This design comes from an exercise in tuning for small area, a short achievable clock period and few clock cycles per item on the open sky130 flow, not from production work.
RTL that was checked went through simulation tests only; none was proved equivalent to the original.
Power figures rest on the tool's default switching activity, not on a simulated workload.

==> 02-08 <==
## dijkstra_mod
module dijkstra_mod(
    input clk,
    input rst,
    input start,
    input [7:0] src,
    input [7:0] dest,
    output reg path_ready,
    output reg [95:0] path
    );
  function [7:0] attach(input [7:0] c);
    begin
      attach = c;
      if (c[3:0] == 4'd0) attach[3:0] = 4'd1;
      else case (c[7:4])
        4'h0: attach[7:4] = 4'h1;
        4'h2: attach[7:4] = (c[3] | (c[2] & c[1])) ? 4'h1 : 4'h3;
        4'h4: attach[7:4] = 4'h3;
        4'h5: attach[7:4] = 4'h6;
        4'h7: attach[7:4] = 4'h6;
        4'h8: attach[7:4] = 4'h9;
        4'hA: attach[7:4] = (c[3] | (c[2] & c[1])) ? 4'hB : 4'h9;
        4'hC: attach[7:4] = 4'hB;
        default: ;
      endcase
    end
  endfunction
  function is_stub(input [7:0] c);
    is_stub = (c[3:0] == 4'd0) || !(c[7:4] == 4'h1 || c[7:4] == 4'h3 || c[7:4] == 4'h6 || c[7:4] == 4'h9 || c[7:4] == 4'hB);
  endfunction
  function [28:0] step(input [28:0] h, input [63:0] m);
    begin
      step[0] = h[1] & m[2] | h[5] & m[10];    
      step[1] = h[0] & m[0] | h[2] & m[4];    
      step[2] = h[1] & m[3] | h[3] & m[6];    
      step[3] = h[2] & m[5] | h[4] & m[8];    
      step[4] = h[3] & m[7] | h[18] & m[40];    
      step[5] = h[0] & m[1] | h[6] & m[13] | h[10] & m[21];    
      step[6] = h[5] & m[11] | h[7] & m[15];    
      step[7] = h[6] & m[14] | h[8] & m[17];    
      step[8] = h[7] & m[16] | h[9] & m[19];    
      step[9] = h[8] & m[18] | h[14] & m[30];    
      step[10] = h[5] & m[12] | h[11] & m[23] | h[19] & m[43];    
  ...
==> flow/config.mk <==
export PLATFORM = sky130hd
export DESIGN_NAME = dijkstra_mod
export DESIGN_NICKNAME = dijkstra_mod
export VERILOG_FILES = /design/flow/design.v
export SDC_FILE = /design/flow/constraint.sdc
export NUM_CORES = 4
export LEC_CHECK = 0
export CAP_MARGIN = 20
export CORE_MARGIN = 2
export CORE_UTILIZATION = 30
export PLACE_DENSITY = 0.75
export SLEW_MARGIN = 20
export SYNTH_MEMORY_MAX_BITS = 65536
==> flow/constraint.sdc <==
create_clock -name core_clock -period 20.0 [get_ports {clk}]
set_input_delay 4.0000 -clock core_clock [delete_from_list [all_inputs] [get_ports {clk}]]
set_output_delay 4.0000 -clock core_clock [all_outputs]
set_load 0.01 [all_outputs]
standard.sh (not shown) runs the stock make flow with config.mk's settings and CLKGATE_MAP_FILE= SYNTH_SCRIPT=/design/flow/synth_recipe.tcl, a recipe that flattens the netlist after the stock synthesis.
==> flow/flow/run.sh <==
#!/bin/bash
# Standard ORFS layout (the standard.sh), with timing repair asked to reach a
# larger setup slack than the clock needs, so the layout runs faster, and the
# smallest buffer cell for the port buffers.  The clock period, SDC and all
# other settings are the standard flow's.
set -euo pipefail
export SETUP_SLACK_MARGIN=15
export BUFFER_PORTS_ARGS="-buffer_cell sky130_fd_sc_hd__buf_1"
bash standard.sh > standard_flow.log 2>&1
==> 12-06: changes against 02-08 <==
--- a/flow/flow/run.sh
+++ b/flow/flow/run.sh
@@ -5,5 +5,5 @@
 # other settings are the standard flow's.
 set -euo pipefail
-export SETUP_SLACK_MARGIN=15
+export SETUP_SLACK_MARGIN=15.1
 export BUFFER_PORTS_ARGS="-buffer_cell sky130_fd_sc_hd__buf_1"
 bash standard.sh > standard_flow.log 2>&1
Settings changed: PLACE_DENSITY 0.75 to not set.
==> 01-12: changes against 02-08 <==
Settings changed: ABC_CLOCK_PERIOD_IN_PS set to 4000, PLACE_DENSITY 0.75 to not set.
==> notes.md <==
Between 12-06 and 01-12, the lower utilization is in 01-12 (gap 3.8 points). Non-clock buffer count, lowest first: 01-12, 02-08, 12-06. The highest critical path depth belongs to 01-12, the lowest to 12-06. In 12-06 the via count is higher than in 02-08, by 3.8%. The lowest clock skew belongs to 12-06, the highest to 02-08. Sequential cell count is the same in 12-06 and 01-12. In sequential power, 01-12 and 12-06 hardly differ. Against 12-06, the maximum frequency of 02-08 is lower by 2.8%.
Testbench counts of 02-08, summed over its fixed seeds: cycles 188, queries 64.
Testbench counts of 12-06, summed over its fixed seeds: cycles 188, queries 64.
Testbench counts of 01-12, summed over its fixed seeds: cycles 188, queries 64.

---

==> branch zinc <==
Another version of the RTL of dijkstra_mod (not shown whole).
clock: 20.0 ns
lec_check: 0
cap_margin: 20
core_margin: 2
core_utilization: 30
cts_buf_list: sky130_fd_sc_hd__clkbuf_8
slew_margin: 20
synth_memory_max_bits: 65536
==> flow/flow/run.sh <==
#!/bin/bash
# Standard ORFS layout (the standard.sh), with timing repair asked to reach a
# larger setup slack than the clock needs, so the layout runs faster, and the
# smallest buffer cell for the port buffers.  The clock period, SDC and all
# other settings are the standard flow's.
set -euo pipefail
export SETUP_SLACK_MARGIN=15
export BUFFER_PORTS_ARGS="-buffer_cell sky130_fd_sc_hd__buf_1"
bash standard.sh > standard_flow.log 2>&1
==> branch xenon (differences from branch zinc) <==
--- a/flow/design.v
+++ b/flow/design.v
@@ -197,22 +197,24 @@
   assign c[1] = code(h[1]) | ((sstub && nz[0] && !nz[1]) ? s_q : 8'd0);
   assign c[2] = code(h[2]) | ((sstub && nz[1] && !nz[2]) ? s_q : 8'd0);
   assign c[3] = code(h[3]) | ((sstub && nz[2] && !nz[3]) ? s_q : 8'd0);
   assign c[4] = code(h[4]) | ((sstub && nz[3] && !nz[4]) ? s_q : 8'd0);
   wire fin = !nz[4] || c[4] == s_q || win == 2'd2;
   always @(posedge clk) begin
+    cur <= busy ? c[4] : dest;
+    win <= busy ? win + 2'd1 : 2'd0;
+  end
+  always @(posedge clk) begin
     if (rst) begin
       busy <= 1'b0;
       path_ready <= 1'b0;
     end else if (!busy) begin
       if (start) begin
         busy <= 1'b1;
         path_ready <= 1'b0;
         s_q <= src;
-        cur <= dest;
-        win <= 2'd0;
         path[7:0] <= dest;
         path[1*8 +: 8] <= c[1];
         path[2*8 +: 8] <= c[2];
         path[3*8 +: 8] <= c[3];
         path[4*8 +: 8] <= c[4];
         path[5*8 +: 8] <= c[1];
@@ -221,14 +223,12 @@
         path[8*8 +: 8] <= c[4];
         path[9*8 +: 8] <= c[1];
         path[10*8 +: 8] <= c[2];
         path[11*8 +: 8] <= c[3];
       end
     end else begin
-      cur <= c[4];
-      win <= win + 2'd1;
       if (fin) begin
         busy <= 1'b0;
         path_ready <= 1'b1;
       end
       if (win == 2'd0) path[1*8 +: 8] <= c[1];
       if (win == 2'd0) path[2*8 +: 8] <= c[2];
Settings changed: CTS_BUF_LIST sky130_fd_sc_hd__clkbuf_8 to unset.
==> comparison table <==
Clock-pin slew reported for the worst setup and hold paths after clock tree synthesis: branch zinc 0.08 ns; branch xenon 0.07 ns
Power share of the sequential group: branch zinc 0.404; branch xenon 0.312
Site Rows: branch zinc 64; branch xenon 63
Global-route usage over all layers: branch zinc 0.3149; branch xenon 0.3042
Endpoint of the worst setup timing path: branch zinc cur[7]$_DFFE_PP_; branch xenon path_ready$_SDFFE_PP0P_
Most instantiated library cell after synthesis: branch zinc edfxtp_1; branch xenon nand2_1
Post-placement setup slack: branch zinc 13.43 ns; branch xenon 13.88 ns
CTS Root Cell: branch zinc clkbuf_8; branch xenon clkbuf_16
Core Footprint: branch zinc 0.03067 mm^2; branch xenon 0.02980 mm^2
Endpoint of the worst register-to-register path: branch zinc cur[7]$_DFFE_PP_; branch xenon cur[5]$_DFF_P_
Placed standard-cell area: branch zinc 0.01013 mm^2; branch xenon 0.01006 mm^2
Global-route wire length before repair: branch zinc 75260 um; branch xenon 69480 um
Insertion delay of the later-clocked pin in the worst-skew pair: branch zinc 0.46 ns; branch xenon 0.43 ns
Met1 wire length: branch zinc 20180 um; branch xenon 19750 um
Areal power density over the cells: branch zinc 65.41 mW/mm^2; branch xenon 119.9 mW/mm^2
Switching power share of the total: branch zinc 0.3663; branch xenon 0.4593
Worst min-delay path startpoint: branch zinc path_ready$_SDFFE_PP0P_; branch xenon win[0]$_SDFF_PN0_
Cell count along the critical path: branch zinc 16; branch xenon 5
Worst-path fanout max: branch zinc 12; branch xenon 9
Slew HR: branch zinc 0.1956; branch xenon 0.2752
Flip-flop and latch share of the layout cell area: branch zinc 0.2895; branch xenon 0.2868
Result of the run: branch zinc no timing/DRC/antenna violations; branch xenon no timing/DRC/antenna violations
Fill cell total of the finished layout: branch zinc 3155; branch xenon 3085
Testbench counts of branch zinc, summed over its fixed seeds: cycles 188, queries 64.
Testbench counts of branch xenon, summed over its fixed seeds: cycles 188, queries 64.

---

==> v21: inputs <==
Starting RTL as in the previous note.
clock: 20.0 ns
lec_check: 0
cap_margin: 20
core_margin: 2
core_utilization: 30
cts_cluster_diameter: 80
cts_cluster_size: 40
slew_margin: 20
synth_memory_max_bits: 65536
Scripts as last shown in full above: flow/flow/run.sh
==> inputs of v36, as changes to v21 <==
--- a/flow/flow/run.sh
+++ b/flow/flow/run.sh
@@ -4,6 +4,6 @@
 # smallest buffer cell for the port buffers.  The clock period, SDC and all
 # other settings are the standard flow's.
 set -euo pipefail
-export SETUP_SLACK_MARGIN=15
+export SETUP_SLACK_MARGIN=15.5
 export BUFFER_PORTS_ARGS="-buffer_cell sky130_fd_sc_hd__buf_1"
 bash standard.sh > standard_flow.log 2>&1
CTS_CLUSTER_DIAMETER = not set   (was 80)
CTS_CLUSTER_SIZE = not set   (was 40)
==> notes.md <==
item                                                                                           v21                      v36
Status                                                                     complete, no violations  complete, no violations
Met2 wire length                                                                     22400 microns            25000 microns
Uppermost layer routed                                                                        met4                     met5
Total half-perimeter wirelength after legalization and detailed placement            38200 microns            39300 microns
Number of placed instances, taps included                                                     1519                     1521
Tcrit/Tclk final                                                                             0.250                    0.251
Wire length of the first global-routing pass                                         75300 microns            82700 microns
Top power group                                                                          registers      combinational cells
Cell Pwr Density                                                                      71.4 nW/um^2             63.9 nW/um^2
Worst hold margin                                                                         0.602 ns                 0.589 ns
RR Endpoint                                                                     path[24]$_DFFE_PP_       path[32]$_DFFE_PP_
Power drawn by the combinational cells                                                      250 uW                   334 uW
Detailed-routed wire length on met3                                                   6270 microns             8410 microns
DP Worst Slack                                                                            13.43 ns                 13.58 ns
Clk_skew                                                                                 0.0169 ns                0.0191 ns
Pin count of the biggest net entering global routing                                            61                       63
Fmax achieved                                                                            0.200 GHz                0.200 GHz
Data buffer area share                                                                       0.106                    0.207
Proportion of power drawn by combinational gates                                             0.288                    0.341
Commonest non-fill, non-tap cell in the layout                                            edfxtp_1                    buf_4
Largest stage delay on the critical path                                                   0.43 ns                  0.42 ns
Leakage power figure                                                                       4.45 nW                  6.10 nW
Met1 GRT Util                                                                                0.394                    0.453
Layout buffer count excluding clock buffers                                                    210                      367
Testbench counts of v21, summed over its fixed seeds: cycles 188, queries 64.
Testbench counts of v36, summed over its fixed seeds: cycles 188, queries 64.

---

==> inputs of trial 41 <==
dijkstra_mod with an RTL version that a note above also has.
Design dijkstra_mod, start of the top module:
module dijkstra_mod(
    input clk,
    input rst,
    input start,
    input [7:0] src,
    input [7:0] dest,
    output reg path_ready,
    output reg [95:0] path
    );
  function [7:0] attach(input [7:0] c);
    begin
      attach = c;
      if (c[3:0] == 4'd0) attach[3:0] = 4'd1;
      else case (c[7:4])
        4'h0: attach[7:4] = 4'h1;
        4'h2: attach[7:4] = (c[3] | (c[2] & c[1])) ? 4'h1 : 4'h3;
        4'h4: attach[7:4] = 4'h3;
        4'h5: attach[7:4] = 4'h6;
        4'h7: attach[7:4] = 4'h6;
        4'h8: attach[7:4] = 4'h9;
        4'hA: attach[7:4] = (c[3] | (c[2] & c[1])) ? 4'hB : 4'h9;
        4'hC: attach[7:4] = 4'hB;
        default: ;
      endcase
    end
  endfunction
  function is_stub(input [7:0] c);
    is_stub = (c[3:0] == 4'd0) || !(c[7:4] == 4'h1 || c[7:4] == 4'h3 || c[7:4] == 4'h6 || c[7:4] == 4'h9 || c[7:4] == 4'hB);
  endfunction
  function [28:0] step(input [28:0] h, input [63:0] m);
    begin
      step[0] = h[1] & m[2] | h[5] & m[10];    
      step[1] = h[0] & m[0] | h[2] & m[4];    
      step[2] = h[1] & m[3] | h[3] & m[6];    
      step[3] = h[2] & m[5] | h[4] & m[8];    
      step[4] = h[3] & m[7] | h[18] & m[40];    
      step[5] = h[0] & m[1] | h[6] & m[13] | h[10] & m[21];    
      step[6] = h[5] & m[11] | h[7] & m[15];    
      step[7] = h[6] & m[14] | h[8] & m[17];    
      step[8] = h[7] & m[16] | h[9] & m[19];    
      step[9] = h[8] & m[18] | h[14] & m[30];    
      step[10] = h[5] & m[12] | h[11] & m[23] | h[19] & m[43];    
      step[11] = h[10] & m[22] | h[12] & m[26];    
  ...
Settings: LEC_CHECK=0, CAP_MARGIN=20, CORE_MARGIN=2, CORE_UTILIZATION=30, SLEW_MARGIN=20, SYNTH_MEMORY_MAX_BITS=65536; clock period 20.0 ns.
==> flow/flow/run.sh <==
#!/bin/bash
# Standard ORFS layout (the standard.sh), with timing repair asked to reach a
# larger setup slack than the clock needs, so the layout runs faster, and the
# smallest buffer cell for the port buffers.  The clock period, SDC and all
# other settings are the standard flow's.
set -euo pipefail
export SETUP_SLACK_MARGIN=14.9
export BUFFER_PORTS_ARGS="-buffer_cell sky130_fd_sc_hd__buf_1"
bash standard.sh > standard_flow.log 2>&1
==> build 12: changes against trial 41 <==
--- a/flow/flow/run.sh
+++ b/flow/flow/run.sh
@@ -4,6 +4,6 @@
 # smallest buffer cell for the port buffers.  The clock period, SDC and all
 # other settings are the standard flow's.
 set -euo pipefail
-export SETUP_SLACK_MARGIN=14.9
+export SETUP_SLACK_MARGIN=15
 export BUFFER_PORTS_ARGS="-buffer_cell sky130_fd_sc_hd__buf_1"
 bash standard.sh > standard_flow.log 2>&1
Settings changed: CORE_UTILIZATION 30 to 40.
==> summary of the runs <==
Between trial 41 and build 12, the lower cell count is in build 12 (gap 5.7%, measured against build 12). Against build 12, the sequential share of layout area of trial 41 is higher by 0.66 points. Clock power: trial 41 is larger than build 12 (about 3%). In synthesized cell count, trial 41 and build 12 do not differ. Area after synthesis is the same in build 12 and trial 41. Power: trial 41 is smaller than build 12 (about 1.3%).
Testbench counts of trial 41, summed over its fixed seeds: cycles 188, queries 64.
Testbench counts of build 12, summed over its fixed seeds: cycles 188, queries 64.

---

==> juniper <==
Another version of the RTL of dijkstra_mod (not shown whole).
Design dijkstra_mod, start of the top module:
module dijkstra_mod(
    input clk,
    input rst,
    input start,
    input [7:0] src,
    input [7:0] dest,
    output reg path_ready,
    output reg [95:0] path
    );
  function [7:0] attach(input [7:0] c);
    begin
      attach = c;
      if (c[3:0] == 4'd0) attach[3:0] = 4'd1;
      else case (c[7:4])
        4'h0: attach[7:4] = 4'h1;
        4'h2: attach[7:4] = (c[3] | (c[2] & c[1])) ? 4'h1 : 4'h3;
        4'h4: attach[7:4] = 4'h3;
        4'h5: attach[7:4] = 4'h6;
        4'h7: attach[7:4] = 4'h6;
        4'h8: attach[7:4] = 4'h9;
        4'hA: attach[7:4] = (c[3] | (c[2] & c[1])) ? 4'hB : 4'h9;
        4'hC: attach[7:4] = 4'hB;
        default: ;
      endcase
    end
  endfunction
  function is_stub(input [7:0] c);
    is_stub = (c[3:0] == 4'd0) || !(c[7:4] == 4'h1 || c[7:4] == 4'h3 || c[7:4] == 4'h6 || c[7:4] == 4'h9 || c[7:4] == 4'hB);
  endfunction
  function [28:0] step(input [28:0] h, input [63:0] m);
    begin
      step[0] = h[1] & m[2] | h[5] & m[10];    
      step[1] = h[0] & m[0] | h[2] & m[4];    
      step[2] = h[1] & m[3] | h[3] & m[6];    
      step[3] = h[2] & m[5] | h[4] & m[8];    
      step[4] = h[3] & m[7] | h[18] & m[40];    
      step[5] = h[0] & m[1] | h[6] & m[13] | h[10] & m[21];    
      step[6] = h[5] & m[11] | h[7] & m[15];    
      step[7] = h[6] & m[14] | h[8] & m[17];    
      step[8] = h[7] & m[16] | h[9] & m[19];    
      step[9] = h[8] & m[18] | h[14] & m[30];    
      step[10] = h[5] & m[12] | h[11] & m[23] | h[19] & m[43];    
      step[11] = h[10] & m[22] | h[12] & m[26];    
      step[12] = h[11] & m[24] | h[13] & m[28];    
      step[13] = h[12] & m[27] | h[14] & m[31];    
      step[14] = h[9] & m[20] | h[13] & m[29] | h[15] & m[33] | h[23] & m[52];    
      step[15] = h[14] & m[32] | h[16] & m[36];    
      step[16] = h[15] & m[34] | h[17] & m[38];    
      step[17] = h[16] & m[37] | h[18] & m[41];    
      step[18] = h[4] & m[9] | h[17] & m[39] | h[28] & m[62];    
      step[19] = h[11] & m[25] | h[20] & m[46] | h[24] & m[54];    
      step[20] = h[19] & m[44] | h[21] & m[48];    
      step[21] = h[20] & m[47] | h[22] & m[50];    
      step[22] = h[21] & m[49] | h[23] & m[53];    
  ...
==> flow/config.mk <==
export PLATFORM = sky130hd
export DESIGN_NAME = dijkstra_mod
export DESIGN_NICKNAME = dijkstra_mod
export VERILOG_FILES = /design/flow/design.v
export SDC_FILE = /design/flow/constraint.sdc
export NUM_CORES = 4
export LEC_CHECK = 0
export CAP_MARGIN = 20
export CORE_MARGIN = 2
export CORE_UTILIZATION = 30
export SLEW_MARGIN = 20
export SYNTH_MEMORY_MAX_BITS = 65536
==> flow/constraint.sdc <==
create_clock -name core_clock -period 20.0 [get_ports {clk}]
set_input_delay 4.0000 -clock core_clock [delete_from_list [all_inputs] [get_ports {clk}]]
set_output_delay 4.0000 -clock core_clock [all_outputs]
set_load 0.01 [all_outputs]
==> flow/flow/run.sh <==
#!/bin/bash
# Standard ORFS layout (the standard.sh), with timing repair asked to reach a
# larger setup slack than the clock needs, so the layout runs faster, and the
# smallest buffer cell for the port buffers.  The clock period, SDC and all
# other settings are the standard flow's.
set -euo pipefail
export SETUP_SLACK_MARGIN=15
export BUFFER_PORTS_ARGS="-buffer_cell sky130_fd_sc_hd__buf_1"
bash standard.sh > standard_flow.log 2>&1
==> indigo: changes against juniper <==
--- a/flow/design.v
+++ b/flow/design.v
@@ -178,72 +178,69 @@
   reg [7:0] cur;       
   reg busy;
   reg [1:0] win;     
   wire [63:0] m = preds(s_q);
   wire sstub = is_stub(s_q);
-  wire [28:0] h [0:5];
-  wire [7:0] c [1:5];
-  wire [5:0] nz;
+  wire [28:0] h [0:4];
+  wire [7:0] c [1:4];
+  wire [4:0] nz;
   wire first = busy && cur != s_q && is_stub(cur);
   assign h[0] = busy ? onehot(cur) : 29'd0;
   assign h[1] = step(h[0], m) | (first ? onehot(attach(cur)) : 29'd0);
   assign h[2] = step(h[1], m);
   assign h[3] = step(h[2], m);
   assign h[4] = step(h[3], m);
-  assign h[5] = step(h[4], m);
   assign nz[0] = |h[0];
   assign nz[1] = |h[1];
   assign nz[2] = |h[2];
   assign nz[3] = |h[3];
   assign nz[4] = |h[4];
-  assign nz[5] = |h[5];
   assign c[1] = code(h[1]) | ((sstub && nz[0] && !nz[1]) ? s_q : 8'd0);
   assign c[2] = code(h[2]) | ((sstub && nz[1] && !nz[2]) ? s_q : 8'd0);
   assign c[3] = code(h[3]) | ((sstub && nz[2] && !nz[3]) ? s_q : 8'd0);
   assign c[4] = code(h[4]) | ((sstub && nz[3] && !nz[4]) ? s_q : 8'd0);
-  assign c[5] = code(h[5]) | ((sstub && nz[4] && !nz[5]) ? s_q : 8'd0);
-  wire fin = !nz[5] || c[5] == s_q || win == 2'd2;
+  wire fin = !nz[4] || c[4] == s_q || win == 2'd2;
+  always @(posedge clk) begin
+    cur <= busy ? c[4] : dest;
+    win <= busy ? win + 2'd1 : 2'd0;
+  end
   always @(posedge clk) begin
     if (rst) begin
       busy <= 1'b0;
       path_ready <= 1'b0;
     end else if (!busy) begin
       if (start) begin
         busy <= 1'b1;
         path_ready <= 1'b0;
         s_q <= src;
-        cur <= dest;
-        win <= 2'd0;
         path[7:0] <= dest;
         path[1*8 +: 8] <= c[1];
         path[2*8 +: 8] <= c[2];
         path[3*8 +: 8] <= c[3];
         path[4*8 +: 8] <= c[4];
-        path[5*8 +: 8] <= c[5];
-        path[6*8 +: 8] <= c[1];
-        path[7*8 +: 8] <= c[2];
-        path[8*8 +: 8] <= c[3];
-        path[9*8 +: 8] <= c[4];
-        path[10*8 +: 8] <= c[5];
-        path[11*8 +: 8] <= c[1];
+        path[5*8 +: 8] <= c[1];
+        path[6*8 +: 8] <= c[2];
+        path[7*8 +: 8] <= c[3];
+        path[8*8 +: 8] <= c[4];
+        path[9*8 +: 8] <= c[1];
+        path[10*8 +: 8] <= c[2];
+        path[11*8 +: 8] <= c[3];
       end
     end else begin
-      cur <= c[5];
-      win <= win + 2'd1;
       if (fin) begin
         busy <= 1'b0;
         path_ready <= 1'b1;
       end
       if (win == 2'd0) path[1*8 +: 8] <= c[1];
       if (win == 2'd0) path[2*8 +: 8] <= c[2];
       if (win == 2'd0) path[3*8 +: 8] <= c[3];
       if (win == 2'd0) path[4*8 +: 8] <= c[4];
-      if (win == 2'd0) path[5*8 +: 8] <= c[5];
-      if (win == 2'd1) path[6*8 +: 8] <= c[1];
-      if (win == 2'd1) path[7*8 +: 8] <= c[2];
-      if (win == 2'd1) path[8*8 +: 8] <= c[3];
-      if (win == 2'd1) path[9*8 +: 8] <= c[4];
-      if (win == 2'd1) path[10*8 +: 8] <= c[5];
-      if (win == 2'd2) path[11*8 +: 8] <= c[1];
+      if (win == 2'd1) path[5*8 +: 8] <= c[1];
+      if (win == 2'd1) path[6*8 +: 8] <= c[2];
+      if (win == 2'd1) path[7*8 +: 8] <= c[3];
+      if (win == 2'd1) path[8*8 +: 8] <= c[4];
+      if (win == 2'd2) path[9*8 +: 8] <= c[1];
+      if (win == 2'd2) path[10*8 +: 8] <= c[2];
+      if (win == 2'd2) path[11*8 +: 8] <= c[3];
     end
   end
 endmodule
CAP_MARGIN = 0   (was 20)
SLEW_MARGIN = 0   (was 20)
==> comparison <==
juniper finished with timing, DRC and antenna clean. indigo finished with timing, DRC and antenna clean.
Hold slack: indigo is worse than juniper (0.13 ns).
Of indigo and juniper, juniper has the higher area after synthesis (gap 15%, measured against juniper).
In indigo the wire length is smaller than in juniper, by about 35%.
Between indigo and juniper, the lower register-to-register slack is in juniper (gap 0.20 ns).
Of indigo and juniper, juniper has the higher synthesized cell count (gap 17%, measured against juniper).
Clock skew: indigo is higher than juniper (0.0093 ns).
Between juniper and indigo, the lower critical path depth is in indigo (gap 1).
Between juniper and indigo, the lower non-clock buffer count is in indigo (gap 182).
Clock power: indigo is higher than juniper (about 6%).
Maximum frequency: juniper is smaller than indigo (about 4%).
==> figures <==
Fin Clk Skew: indigo 0.0262 ns; juniper 0.0168 ns
Clock power share: indigo 21.6%; juniper 15.4%
Compound-Gate Fraction of Synth Area: indigo 30.5%; juniper 33.9%
WL met1: indigo 19,200 um; juniper 28,300 um
Met1 track demand over resource in global routing: indigo 39.8%; juniper 47.6%
Total design power: indigo 0.00142 W; juniper 0.00186 W
Share of cell area taken by muxes after synthesis: indigo 0.328%; juniper 0.289%
Run status: indigo no timing/DRC/antenna violations; juniper no timing/DRC/antenna violations
GR met3 Demand/Resource: indigo 7.78%; juniper 12.6%
Met2 usage: indigo 44.0%; juniper 56.8%
Vias per Instance: indigo 6.74; juniper 6.92
Synthesized-area fraction occupied by xor and xnor cells: indigo 1.63%; juniper 1.38%
Critical Path Max Stage Delay: indigo 0.48 ns; juniper 0.50 ns
Flop-to-flop setup slack: indigo 15.01 ns; juniper 14.80 ns
Leading cell type in the layout, fill and taps excluded: indigo sky130_fd_sc_hd__nand2_1; juniper sky130_fd_sc_hd__buf_4
Hold depth: indigo 1; juniper 2
Sequential fraction of the synthesis area: indigo 36.8%; juniper 32.1%
Post-synthesis to final-layout area growth: indigo 28.1%; juniper 48.4%
Count of inserted tapcells: indigo 390; juniper 461
Total via count in the routed design: indigo 10,900; juniper 14,400
Achievable frequency: indigo 200 MHz; juniper 192 MHz
Testbench counts of indigo, summed over its fixed seeds: cycles 188, queries 64.
No functional check of the RTL was part of juniper.

## what the ideal ports hide
How much do the figures lean on ideal ports? The routed layouts below were timed once more, with nothing changed but the port constraints. Step 1 sets driving cells, clkbuf_16 on the clock port and buf_2 on the other inputs (assumed; they add their load-dependent delay and slew). Step 2 also shifts input and output timing later by t, the mid clock arrival at the registers, as if the neighbouring blocks saw the same clock. Three values: ideal ports, drivers, drivers and shift; two values: the first two.
run	t (ns)	slack for setup (ns)	latest minus earliest clock arrival (ns)	worst register clock-pin slew, ns	pins driven straight from the clock port
02-08	0.456	14.862 / 14.873 / 14.417	0.025 / 0.024	0.06 / 0.06	1
12-06	0.479	15.007 / 14.956 / 14.726	0.015 / 0.014	0.07 / 0.07	1
01-12	0.473	14.977 / 14.968 / 14.522	0.017 / 0.017	0.08 / 0.08	1
branch zinc	0.499	14.851 / 14.851 / 14.447	0.020 / 0.020	0.09 / 0.09	1
branch xenon	0.473	14.977 / 14.968 / 14.522	0.017 / 0.017	0.08 / 0.08	1
v21	0.467	15.000 / 14.950 / 14.650	0.017 / 0.017	0.07 / 0.07	1
v36	0.476	14.988 / 14.935 / 14.811	0.019 / 0.019	0.06 / 0.06	1
trial 41	0.474	14.797 / 14.797 / 14.368	0.031 / 0.032	0.07 / 0.07	1
build 12	0.465	14.911 / 14.933 / 14.468	0.017 / 0.018	0.07 / 0.07	1
juniper	0.490	14.801 / 14.801 / 14.699	0.017 / 0.017	0.06 / 0.06	1
indigo	0.471	15.006 / 14.968 / 14.811	0.026 / 0.026	0.07 / 0.07	1
After both steps every run listed still meets setup and hold.
